Context: an optimization exercise on an open-source flow, tuned for small area, a short achievable clock period and few clock cycles per item. The choices shown serve that exercise and are no tape-out recipe. Function was checked by simulation only, so behaviour that the tests miss may differ from the original.

File: flow/config.mk
export PLATFORM = sky130hd
export DESIGN_NAME = INV
export DESIGN_NICKNAME = INV
export VERILOG_FILES = /design/flow/design.v
export SDC_FILE = /design/flow/constraint.sdc
export NUM_CORES = 4
export LEC_CHECK = 0
export CAP_MARGIN = 20
export CORE_MARGIN = 2
export CORE_UTILIZATION = 40
export SLEW_MARGIN = 20
File: flow/constraint.sdc
create_clock -name core_clock -period 12.0 [get_ports {clk}]
set_input_delay 2.4000 -clock core_clock [delete_from_list [all_inputs] [get_ports {clk}]]
set_output_delay 2.4000 -clock core_clock [all_outputs]
set_load 0.01 [all_outputs]
File: flow/design.v
module MUL #(
    parameter DATA_W = 32,
    parameter INT_BITS = 8,  
    parameter FRAC_BITS = 24
 ) (
     input  wire [DATA_W-1:0]         a,
     input  wire [DATA_W-1:0]         b,
     output wire [DATA_W-1:0]         p
 );
    wire signed [2*DATA_W-1:0] mult_full;
    assign mult_full = $signed(a) * $signed(b);  
    assign p = mult_full >>> FRAC_BITS;  
endmodule
module INV #(
    parameter DATA_W    = 32,
    parameter INT_BITS  = 8,
    parameter FRAC_BITS = 24,
    parameter N_ITER    = 3
)(
    input  wire                 clk,
    input  wire                 rstn,
    input  wire                 start,
    input  wire [DATA_W-1:0]    dd,      
    output reg  [DATA_W-1:0]    q,       
    output reg                  done
);
    localparam IDLE  = 3'd0;
    localparam INIT  = 3'd1;
    localparam MUL1  = 3'd2;
    localparam SUB   = 3'd3;
    localparam MUL2  = 3'd4;
    localparam CHECK = 3'd5;
    localparam DONE  = 3'd6;
    reg [2:0] state;
    reg [1:0] iter;
    reg [DATA_W-1:0] x;       
    reg [DATA_W-1:0] t1;      
    reg [DATA_W-1:0] t2;      
    wire signed [2*DATA_W-1:0] mult_full;
    wire signed [2*DATA_W-1:0] mult2_full;
    assign mult_full = $signed(dd) * $signed(x);
    assign mult2_full = $signed(x) * $signed(t2);
    always @(posedge clk or negedge rstn) begin
        if (!rstn) begin
            state <= IDLE;
            done  <= 1'b0;
        end else begin
            case (state)
                IDLE: begin
                    done <= 1'b0;
                    if (start) begin
                        iter  <= 0;
                        state <= INIT;
                    end
                end
                INIT: begin
                    x     <= (1 << FRAC_BITS);  
                    state <= MUL1;
                end
                MUL1: begin
                    t1    <= mult_full >>> FRAC_BITS;  
                    state <= SUB;
                end
                SUB: begin
                    t2    <= (2 << FRAC_BITS) - t1;
                    state <= MUL2;
                end
                MUL2: begin
                    x     <= mult2_full >>> FRAC_BITS;
                    state <= CHECK;
                end
                CHECK: begin
                    if (iter == N_ITER-1)
                        state <= DONE;
                    else begin
                        iter  <= iter + 1;
                        state <= MUL1;
                    end
                end
                DONE: begin
                    q    <= x;
                    done <= 1'b1;
                    if (!start)
                        state <= IDLE;
                end
            endcase
        end
    end
endmodule
File: flow/run.sh
#!/bin/bash
# synth_recipe.tcl (not shown) runs the flow's synth.tcl, then flattens the netlist and writes it again
# the make line also repeats each setting of config.mk as NAME=value (left out here)
make -C /OpenROAD-flow-scripts/flow DESIGN_CONFIG=/design/flow/config.mk WORK_HOME=/design/flow/orfs CLKGATE_MAP_FILE= SYNTH_SCRIPT=/design/flow/synth_recipe.tcl finish
==> metrics.cfg, run 1 <==
[worst_setup_path]
cp-end-kind = flop
critPathRequiredTime_ns = 12.22
cp.arrival_ns = 11.05
crit_start = dd[11]
cp_max_fo = 24
r2r_start = t2[5]
critical_path_class = in -> reg
worstSetupStartpointType = input pin

[clock_network]
ctsHtreeMaxLevel = 4
cts_setup_buffers = 0
root_buffer = clkbuf_16
cts_sinks = 134
holdBufCountCts = 0
cts_resized = 0
path_clk_slew_ns = 0.07
clock_latency_ns = 0.50
cts_buffers = 17
clock_path_buffers = 2
tritoncts = yes

[timing]
finalCriticalPeriod_ns = 10.83
rsz0062_at_grt = false
worstMarginPinSlew_ns = 1.27
final-setup-viol-count = 0
finalHoldViolations = 0
finalSetupTns_ns = 0
clock_skew_ns = 0.0217
achievable-frequency_mhz = 92.3
fin_crit_sh_pct = 90.3
relSlewSlack_pct = 14.3
report.final.slew_viol_count = 0

[die]
pin_count = 68
die_w_um = 422
fp.dieH_um = 422
rows = 153
initial_core_util_pct = 40.2
core-area_um2 = 174000
die_area_um2 = 178000

[drt]
via_count = 47600
viasPerCell = 5.05
drtPass1Iterations = 5
drcViolationCount = 0
routed_wl_um = 192000
drt_iter0_drc = 2739
wl_per_cell_um = 20.3
ant_nets = 0

[logic_synthesis]
syn_nets = 9611
synth_edf_count = 130
synthArstFlopShare_pct = 2.99
synth-seq-area-share_pct = 5.74
dominantRegCellSynth = edfxtp_1
synth_warnings = 1
netlist-cell-type-count = 65
syn_area_per_cell_um2 = 9.60
syn-instance-count = 7268
ys_seq_elements = 134
synth_area_um2 = 69700

[final_layout]
fin_area_um2 = 73600
area_growth_pct = 5.49
nets = 9430
layout-drive-gt1-share_pct = 2.83
finalNonFillerCells = 9426
fill_cells = 17000

[grt]
grt_pass1_vias = 53300
grt_pass1_wl_um = 308000
gr-total-overflow = 0
grt_usage_pct = 22.5
antenna_found_initial = 11
grt_max_degree = 65

[place]
gp_congestion = 0.879
placedCellCount = 9392
place_area_um2 = 72900
io_buffers = 67
hpwl_um = 153000

[min_path]
hold_class = reg -> reg
hp-start = x[14]

[outcome]
status = no timing/DRC/antenna violations

[flow_run]
maxCapViolCount = 0

[placed cells by master (no fill, tap or decap), types with 4 or more instances in the layout]
cell / instances
a2111oi_0: 4
a211o_1: 4
a211oi_1: 12
a21o_1: 27
a21oi_1: 85
a31oi_1: 13
and2_1: 877
and3_1: 7
buf_12: 5
buf_4: 142
clkbuf_16: 17
clkdlybuf4s50_1: 66
dfrtp_1: 4
edfxtp_1: 130
fa_1: 1964
ha_1: 344
inv_1: 1769
inv_8: 8
nand2_1: 1114
nand2b_1: 27
nand3_1: 23
nand4_1: 17
nor2_1: 72
nor2b_1: 43
nor3_1: 23
nor3b_1: 7
nor4_1: 10
o211ai_1: 7
o21a_1: 8
o21ai_0: 48
o21bai_1: 10
or2_2: 5
or3_1: 9
or4_1: 6
xnor2_1: 93
xor2_1: 44
[per-layer routing]
| metal | wire (µm) | vias to the layer above | GRT usage [%] |
|---|---|---|---|
| met5 | 84 | - | 0 |
| met4 | 6070 | 12 | 6.89 |
| met3 | 9950 | 264 | 2.39 |
| met2 | 98500 | 1402 | 39.5 |
| met1 | 77100 | 25600 | 29.3 |
| li1 | - | 20300 | - |
[cells in the mapped netlist, drive strengths merged (12+ instances only)]
library cell	n	area share, %
inv	1769	9.5
nor3	23	0.17
nand4	17	0.15
buf	18	0.097
nand2b	27	0.24
ha	344	6.2
a21o	28	0.30
xor2	44	0.55
xnor2	93	1.2
a31oi	13	0.12
nor2	75	0.40
and2	877	7.9
nand2	1114	6.0
edfxtp	130	5.6
o21ai	49	0.35
clkbuf	395	2.1
nand3	23	0.17
a21oi	86	0.62
a211oi	12	0.13
nor2b	43	0.39
fa	1964	56
[sequential cells by signal, indices dropped and copies added (netlist names)]
| name | cells |
|---|---|
| t1 | 32 |
| x | 32 |
| q | 32 |
| state | 3 |
| t2 | 32 |
| done | 1 |
| iter | 2 |
[metrics by stage]
step	util [%]	setup slack [ns]	hold slack (ns)
6_report	42.4	1.17	0.453
5_1_grt	42.4	0.938	0.458
4_1_cts	42.4	1.36	0.451
3_5_place_dp	42.0	0.859	0.433
3_3_place_gp	42.0	0.976	0.435
2_1_floorplan	-	2.51	0.424
[worst max-delay path: stages]
cell and delay [ns]:
clkdlybuf4s50_1 0.81, buf_4 0.44, nand2_1 0.15, fa_1 0.58, inv_1 0.07, fa_1 0.45
fa_1 0.51, inv_1 0.05, fa_1 0.47, inv_1 0.05, fa_1 0.48, fa_1 0.50
fa_1 0.50, inv_1 0.05, fa_1 0.47, inv_1 0.04, ha_1 0.29, and3_1 0.24
nand3_1 0.11, o311ai_1 1.03, o21ai_0 0.44, a21boi_0 0.38, o21ai_1 0.19, o21a_1 0.22
xnor2_1 0.12
[final timing paths]
| kind | slack, ns | end | cells after the start |
|---|---|---|---|
| max reg2reg | 2.56 | x[25] | 23 |
| max | 1.17 | t1[31] | 25 |
| max in group asynchronous | 9.62 | state[2] | 1 |
| min | 0.45 | q[14] | 0 |
| min in group asynchronous | 2.14 | done | 1 |
| min reg2reg | 0.45 | q[14] | 0 |
[kinds of logic (layout without fill, tap and decap cells)]
family,Yosys count,after routing,synth area share (%)
mux,1,1,0.0144
simple gates,2257,2257,16.0
fa+ha+maj,2308,2308,62.6
buf+inv,2183,2015,11.8
xor+xnor,137,137,1.72
other cells,0,1,0
compound gates,248,248,2.24
flops,134,134,5.74
[area by class of cell]
class                   count  area (µm²)  share of cell area [%]
diodes                      1        2.50                 0.00340
clock buffers              17         425                   0.578
clock inverters            15         199                   0.270
inverters                1769        6640                    9.03
multi-input cells        4951       57600                    78.2
flip-flops and latches    134        4000                    5.44
well taps                2325        2910                    3.95
repair buffers            214        1830                    2.49
Testbench counts, summed over its fixed seeds: cycles 27,200, items 1,600.
==> run 2: changes to the inputs <==
==> flow/design.v (replaced) <==
module INV #(
    parameter DATA_W    = 32,
    parameter INT_BITS  = 8,
    parameter FRAC_BITS = 24,
    parameter N_ITER    = 3
)(
    input  wire                 clk,
    input  wire                 rstn,
    input  wire                 start,
    input  wire [DATA_W-1:0]    dd,      
    output reg  [DATA_W-1:0]    q,       
    output reg                  done
);
    localparam [DATA_W-1:0] TWO = 2 << FRAC_BITS;
    reg [2:0]        ph;      
    reg [DATA_W-1:0] d;       
    reg [DATA_W-1:0] x;       
    reg [DATA_W-1:0] t;       
    wire [DATA_W-1:0]          b = ph[0] ? d : t;
    wire signed [2*DATA_W-1:0] p = $signed(x) * $signed(b);
    wire [DATA_W-1:0]          r = p[FRAC_BITS +: DATA_W];
    always @(posedge clk or negedge rstn) begin
        if (!rstn) begin
            ph   <= 3'd0;
            done <= 1'b0;
        end else begin
            case (ph)
                3'd0: if (start) ph <= 3'd1;
                3'd4: begin ph <= 3'd5; done <= 1'b1; end
                3'd5: if (!start) begin ph <= 3'd0; done <= 1'b0; end
                default: ph <= ph + 3'd1;
            endcase
        end
    end
    always @(posedge clk) begin
        case (ph)
            3'd0: begin d <= dd; x <= TWO - dd; end
            3'd1, 3'd3: t <= TWO - r;
            3'd2: x <= r;
            3'd4: q <= r;
            default: ;
        endcase
    end
endmodule
--- a/flow/config.mk
+++ b/flow/config.mk
@@ -5,7 +5,9 @@
 export SDC_FILE = /design/flow/constraint.sdc
 export NUM_CORES = 4
 export LEC_CHECK = 0
+export ABC_CLOCK_PERIOD_IN_PS = 5000
 export CAP_MARGIN = 20
 export CORE_MARGIN = 2
 export CORE_UTILIZATION = 40
+export SETUP_SLACK_MARGIN = 5
 export SLEW_MARGIN = 20
==> run 2 against run 1 <==
  * Sequential share of layout area increased by 2.9 points
  * Count of clock-buffer cells in the layout unchanged
  * Critical path depth increased by 1
  * Cell count decreased by 41%
  * Via count decreased by 37%
  * Global-route usage increased by 3.0 points
  * Still clean on timing, DRC and antenna
  * Critical path type is now reg -> reg
==> metrics.cfg, run 2 <==
[outcome]
status = no timing/DRC/antenna violations

[final_layout]
regArea_um2 = 3950  ; -1.4%
fin_area_um2 = 47400  ; -36%
final_cell_mix = fa_1 (941), inv_1 (887), nand2_1 (555)
final_core_util_pct = 48.3  ; +6.0 points
layout-drive-gt1-share_pct = 17.9  ; +15 points
area_growth_pct = 20.4
multiInputGateArea_um2 = 34100  ; -41%
final_common_cell = fa_1
fill_cells = 8806  ; -48%
nets = 5467  ; -42%

[clock_network]
holdBufCountCts = 0  ; unchanged
root_buffer = clkbuf_16
ctsHtreeMaxLevel = 4  ; unchanged
clock_path_buffers = 2  ; unchanged
clock_latency_ns = 0.43  ; -0.07 ns
cts_buffers = 17  ; unchanged
tritoncts = yes
path_clk_slew_ns = 0.06  ; about the same
cts_sinks = 132  ; -1.5%

[logic_synthesis]
synth_top_area_cell = fa_1
synth-seq-area-share_pct = 10.0  ; +4.3 points
syn_area_per_cell_um2 = 9.67  ; +0.75%
synthTopCellsByCount = fa_1 (982), inv_1 (912), nand2_1 (574), and2_1 (398), clkbuf_1 (215)
synth_top_family_by_area = adder cells
netlist-cell-type-count = 75  ; +15%
dominantRegCellSynth = edfxtp_1
synth_most_common_cell = fa_1
ys_seq_elements = 132  ; -1.5%
syn_nets = 5265  ; -45%
synth_compound_area_share_pct = 3.89  ; +1.7 points
ys_top_cells_by_area = fa_1 (50%), edfxtp_1 (9.8%), inv_1 (8.7%), and2_1 (6.3%), ha_1 (5.7%)
syn-instance-count = 4069  ; -44%
synth_warnings = 1  ; unchanged
synthArstFlopShare_pct = 3.03  ; +0.045 points
synth_area_um2 = 39300  ; -44%
synth_fa_ha_area_share_pct = 55.7  ; -6.9 points
synth-xor-area-share_pct = 2.33  ; +0.61 points
synth-simple-area-share_pct = 16.2  ; +0.21 points
synth_edf_count = 128  ; -1.5%
synth_top_area_share_pct = 50.0  ; -6.4 points
synthMuxAreaShare_pct = 1.09  ; +1.1 points

[worst_setup_path]
worstSetupStartpointType = flop
slowest_delay_ns = 0.60  ; -0.43 ns
cp_max_fo = 10  ; -58%
cp-end-kind = flop
crit_buf_inv = 5  ; -2
crit_start = ph[0]
critical_path_class = reg -> reg
crit_path_frequent_cell = fa_1
cp_slowest_cell = fa_1
critPathRequiredTime_ns = 12.17  ; -0.05 ns
cp_top_family = adder cells
r2r_start = ph[0]
cp.arrival_ns = 9.40  ; -1.65 ns

[drt]
drtPass1Iterations = 6  ; +1
via_count = 29900  ; -37%
wl_per_cell_um = 23.3  ; +15%
routed_wl_um = 130000  ; -32%
ant_nets = 0  ; unchanged
drcViolationCount = 0  ; unchanged
viasPerCell = 5.36  ; +6.1%
drt_iter0_drc = 2243  ; -18%

[grt]
grt_pass1_vias = 31700  ; -41%
grt_pass1_wl_um = 194000  ; -37%
grt_max_degree = 63  ; -3.1%
gr-total-overflow = 0  ; unchanged
antenna_found_initial = 11  ; unchanged
grt_usage_pct = 25.5  ; +3.0 points

[die]
initial_core_util_pct = 40.1  ; about the same
fp.dieH_um = 318  ; -25%
pin_count = 68  ; unchanged
rows = 115  ; -25%
die_area_um2 = 101000  ; -43%
die_w_um = 318  ; -25%
core-area_um2 = 98000  ; -44%

[timing]
clock_skew_ns = 0.0128  ; -0.00890 ns
achievable-frequency_mhz = 108  ; +17%
worstMarginPinSlew_ns = 0.887  ; -0.379 ns
relSlewSlack_pct = 40.9  ; +27 points
fin_crit_sh_pct = 76.9  ; -13 points
finalSetupTns_ns = 0  ; unchanged
finalHoldViolations = 0  ; unchanged
finalCriticalPeriod_ns = 9.23  ; -1.60 ns
final-setup-viol-count = 0  ; unchanged
report.final.slew_viol_count = 0  ; unchanged
fin_hold_ws_ns = 0.595  ; +0.142 ns
rsz0062_at_grt = true

[min_path]
hp-start = done
hold_class = reg -> reg

[flow_run]
maxCapViolCount = 0  ; unchanged

[place]
gp_congestion = 0.899  ; +2.3%
hpwl_um = 86700  ; -43%
place_area_um2 = 41800  ; -43%
io_buffers = 67  ; unchanged

run 2: final cells by class:
| cell class | count | share of cell area [%] |
|---|---|---|
| sequential | 132 | 8.33 |
| multi-input combinational | 2832 | 72.0 |
| inverter | 912 | 7.25 |
| timing repair buffer | 376 | 7.84 |
| antenna | 5 | 0.0264 |
| tap | 1287 | 3.40 |
| clock inverter | 15 | 0.272 |
| clock buffer | 17 | 0.898 |
run 2: cell families (layout without fill, tap and decap cells):
| group | after synthesis | in the layout |
|---|---|---|
| compound gates | 225 | 225 |
| xor+xnor | 104 | 104 |
| fa+ha+maj | 1161 | 1161 |
| buf+inv | 1130 | 1320 |
| flops | 132 | 132 |
| mux | 38 | 63 |
| other cells | 0 | 5 |
| simple gates | 1279 | 1279 |
run 2: per-layer routing:
metal  track usage (%)  up-vias  share of wire, %
met1              32.6    15800                37
met4              10.6       14               5.3
met2              42.8     1380                49
met5                 0        -             0.075
li1                  -    12400                 -
met3              4.45      328               9.0
run 2: per-stage QoR:
stage	setup slack (ns)	cells
final	2.77	5576
after global placement	1.90	5261
after floorplan	3.05	4069
after detailed placement	1.71	5261
after CTS	2.80	5448
after global routing	2.56	5571
run 2: worst paths after layout:
path | endpoint | slack (ns) | cells after the start
worst max-delay path | t[23] | 2.77 | 26
worst min-delay path | done | 0.59 | 2
worst max register to register | t[23] | 2.77 | 26
worst min register to register | done | 0.59 | 2
max in group asynchronous | ph[0] | 9.56 | 1
min in group asynchronous | ph[1] | 2.21 | 1
run 2: worst register-to-register path, cell delays in order (launching register included):
cell and delay (ns):
dfrtp_4 0.54, buf_4 0.17, buf_12 0.15, mux2_8 0.42
and2_1 0.21, fa_1 0.50, fa_1 0.54, inv_1 0.05
fa_1 0.51, fa_1 0.52, inv_1 0.06, fa_1 0.60
fa_1 0.46, fa_1 0.52, fa_1 0.45, ha_4 0.26
buf_4 0.17, a21oi_1 0.33, o21ai_4 0.15, or3_1 0.36
o211ai_1 0.15, nor3_4 0.11, or4_4 0.55, or4_4 0.55
nand2b_4 0.17, or3_1 0.32, xor2_1 0.16
run 2: timing repair:
item,CTS,global route
setup buffers,129,115
endpoints found under the hold margin,0,0
gates cloned,26,8
pin swaps,84,99
endpoints found under the setup margin,96,96
gates resized for setup,330,187
Testbench counts of run 2, summed over its fixed seeds: cycles 9,600, items 1,600.
==> run 3: changes to the inputs <==
==> flow/config.mk (replaced) <==
export PLATFORM = sky130hd
export DESIGN_NAME = INV
export DESIGN_NICKNAME = INV
export VERILOG_FILES = /design/flow/design.v
export SDC_FILE = /design/flow/constraint.sdc
export NUM_CORES = 4
export LEC_CHECK = 0
export CAP_MARGIN = 20
export CORE_MARGIN = 2
export CORE_UTILIZATION = 40
export SLEW_MARGIN = 20
==> run 3 against run 2 <==
  * Wire length is 17% lower
  * First-iteration DRC count is 30% lower
  * Non-clock buffer count is 248 lower
  * Die area stayed put
  * Worst setup slack worse by 1.5 ns
  * Maximum frequency is 14% lower
  * Still clean on timing, DRC and antenna
  * Critical path type unchanged
  * Register-to-register slack worse by 1.5 ns
  * Count of clock-buffer cells in the layout stayed put
==> metrics.cfg, run 3 <==
[timing]
achievable-frequency_mhz = 93.0  ; -14%
final-setup-viol-count = 0  ; unchanged
relSlewSlack_pct = 31.0  ; -9.9 points
report.final.slew_viol_count = 0  ; unchanged
finalSetupTns_ns = 0  ; unchanged
setup_slack_ns = 1.24  ; -1.52 ns
finalHoldViolations = 0  ; unchanged
fin_hold_ws_ns = 0.574  ; -0.0211 ns
rsz0062_at_grt = false
finalCriticalPeriod_ns = 10.76  ; +1.52 ns
clock_skew_ns = 0.0125  ; -0.000298 ns
fin_crit_sh_pct = 89.6  ; +13 points
worstMarginPinSlew_ns = 1.04  ; +0.148 ns

[logic_synthesis]
synth-seq-area-share_pct = 10.0  ; unchanged
ys_top_cells_by_area = fa_1 (50%), edfxtp_1 (9.8%), inv_1 (8.7%), and2_1 (6.3%), ha_1 (5.7%)
synth_top_area_share_pct = 50.0  ; unchanged
synth_top_area_cell = fa_1
synth_warnings = 1  ; unchanged
syn-instance-count = 4069  ; unchanged
synth_most_common_cell = fa_1
syn_nets = 5265  ; unchanged
netlist-cell-type-count = 75  ; unchanged
synthTopCellsByCount = fa_1 (982), inv_1 (912), nand2_1 (574), and2_1 (398), clkbuf_1 (215)
synth_edf_count = 128  ; unchanged
synthArstFlopShare_pct = 3.03  ; unchanged
ys_seq_elements = 132  ; unchanged
dominantRegCellSynth = edfxtp_1
syn_area_per_cell_um2 = 9.67  ; unchanged
synth_area_um2 = 39300  ; unchanged

[outcome]
status = no timing/DRC/antenna violations

[die]
pin_count = 68  ; unchanged
rows = 115  ; unchanged
core-area_um2 = 98000  ; unchanged
initial_core_util_pct = 40.1  ; unchanged
die_area_um2 = 101000  ; unchanged
die_w_um = 318  ; unchanged
fp.dieH_um = 318  ; unchanged

[drt]
drtPass1Iterations = 5  ; -1
via_count = 27300  ; -8.5%
routed_wl_um = 108000  ; -17%
wl_per_cell_um = 20.3  ; -13%
drt_iter0_drc = 1559  ; -30%
ant_nets = 0  ; unchanged
drcViolationCount = 0  ; unchanged
viasPerCell = 5.16  ; -3.8%

[place]
gp_congestion = 0.903  ; +0.36%
hpwl_um = 86400  ; -0.38%
pre_cts_ws_ns = 1.42  ; -0.291 ns
io_buffers = 67  ; unchanged
place_area_um2 = 41300  ; -1.3%
placedCellCount = 5265  ; +0.076%

[clock_network]
clock_latency_ns = 0.43  ; about the same
cts_sinks = 132  ; unchanged
tritoncts = yes
cts_resized = 0  ; -100%
path_clk_slew_ns = 0.06  ; about the same
cts_setup_buffers = 0  ; -100%
ctsHtreeMaxLevel = 4  ; unchanged
root_buffer = clkbuf_16
cts_buffers = 17  ; unchanged
holdBufCountCts = 0  ; unchanged
clock_path_buffers = 2  ; unchanged

[worst_setup_path]
cp.arrival_ns = 10.90  ; +1.50 ns
critPathRequiredTime_ns = 12.14  ; -0.03 ns
cp_max_fo = 30  ; +20
critical_path_class = reg -> reg
cp-end-kind = flop
r2r_slack_ns = 1.24  ; -1.52 ns
worstSetupStartpointType = flop

[final_layout]
fin_area_um2 = 41900  ; -12%
final_core_util_pct = 42.8  ; -5.6 points
final_common_cell = fa_1
nets = 5194  ; -5.0%
final_cell_mix = fa_1 (982), inv_1 (912), nand2_1 (573)
area_growth_pct = 6.51
layout-drive-gt1-share_pct = 4.06  ; -14 points
finalNonFillerCells = 5299  ; -5.0%

[grt]
gr-total-overflow = 0  ; unchanged
antenna_found_initial = 2  ; -9
grt_max_degree = 63  ; unchanged
grt_usage_pct = 22.2  ; -3.3 points
grt_pass1_vias = 30100  ; -4.8%
grt_pass1_wl_um = 173000  ; -11%

[min_path]
hold_class = reg -> reg

[flow_run]
maxCapViolCount = 0  ; unchanged

run 3: cell types whose count changed in the layout (fill, tap and decap cells not counted), sizes merged, moves of 3 or more:
cell,delta
buf,-243
bufbuf,-4
clkinv,-3
diode,-4
inv,+5
mux2,-25
run 3: final timing paths:
check / start / end / cells past startpoint
setup / recovery: ph[0] / t[30] / 26
hold / removal: done / done / 2
setup reg to reg: ph[0] / t[30] / 26
hold reg to reg: done / done / 2
max in group asynchronous: rstn / ph[0] / 1
min in group asynchronous: rstn / ph[1] / 1
run 3: cell type report:
class / instances / area, µm²
inverters: 912 / 3420
multi-input cells: 2807 / 31200
clock inverters: 15 / 161
repair buffers: 128 / 1150
well taps: 1287 / 1610
diodes: 1 / 2.50
flip-flops and latches: 132 / 3950
clock buffers: 17 / 425
fillers: 9452 / 56100
run 3: cells by family after synthesis:
family	count (synthesis)	share of synthesized area, %
buffers and inverters	1130	10.8
adder cells (fa/ha/maj)	1161	55.7
XOR/XNOR	104	2.33
AO/OA/AOI/OAI	225	3.89
AND/OR/NAND/NOR	1279	16.2
flip-flops	132	10.0
multiplexers	38	1.09
run 3: worst max-delay path, stage by stage, from the launching register on:
cell	delay, ns
dfrtp_2	0.83
buf_4	0.33
mux2_2	0.70
nand2_1	0.20
fa_1	0.57
inv_1	0.06
fa_1	0.55
fa_1	0.42
fa_1	0.50
fa_1	0.55
fa_1	0.43
fa_1	0.50
inv_1	0.05
fa_1	0.48
inv_1	0.04
ha_1	0.40
a21oi_1	0.31
o21ai_0	0.25
a2111oi_0	0.58
o211ai_1	0.28
a41oi_1	0.61
o21ba_2	0.25
xnor2_1	0.21
nor4_1	0.54
nand3_1	0.28
a211oi_1	0.36
xnor2_1	0.10
run 3: metal layers:
metal  GRT usage, %  vias up  wire length (µm)
met3           2.60      143              5440
met1           29.4    14600             44800
met4           6.02        2              3090
met2           38.6      765             54300
met5          0.520        -                64
li1               -    11900                 -

[static timing again, ports no longer ideal]
In the flow no input, the clock included, has a driving cell. The finished layouts below were timed again as built, in two steps. Step 1: set_driving_cell puts a clkbuf_16 on clk and a buf_2 on each other input, an assumption about the parent block. Step 2 adds t to the input delays and takes it off the output delays; t is the mean of the earliest and latest rising clock arrival at the registers after step 1. Input paths then give back, and output paths get back, about the clock's delay inside the block. Slacks: no drivers / after step 1 / after step 2; pairs: no drivers / after step 1.
run	t (ns)	setup slack, ns	hold slack, ns	worst slew at a driven data input, ns
run 1	0.570	1.168 / 1.155 / 0.585	0.453 / 0.453 / 0.453	0.14
run 2	0.465	2.767 / 2.767 / 2.767	0.595 / 0.595 / 0.595	0.07
run 3	0.463	1.245 / 1.245 / 1.245	0.574 / 0.574 / 0.574	0.07
After both steps setup and hold are still met in every run listed. The setup slack of run 1, which loses most, moves by -0.013 ns with the drivers and by -0.583 ns with both steps.
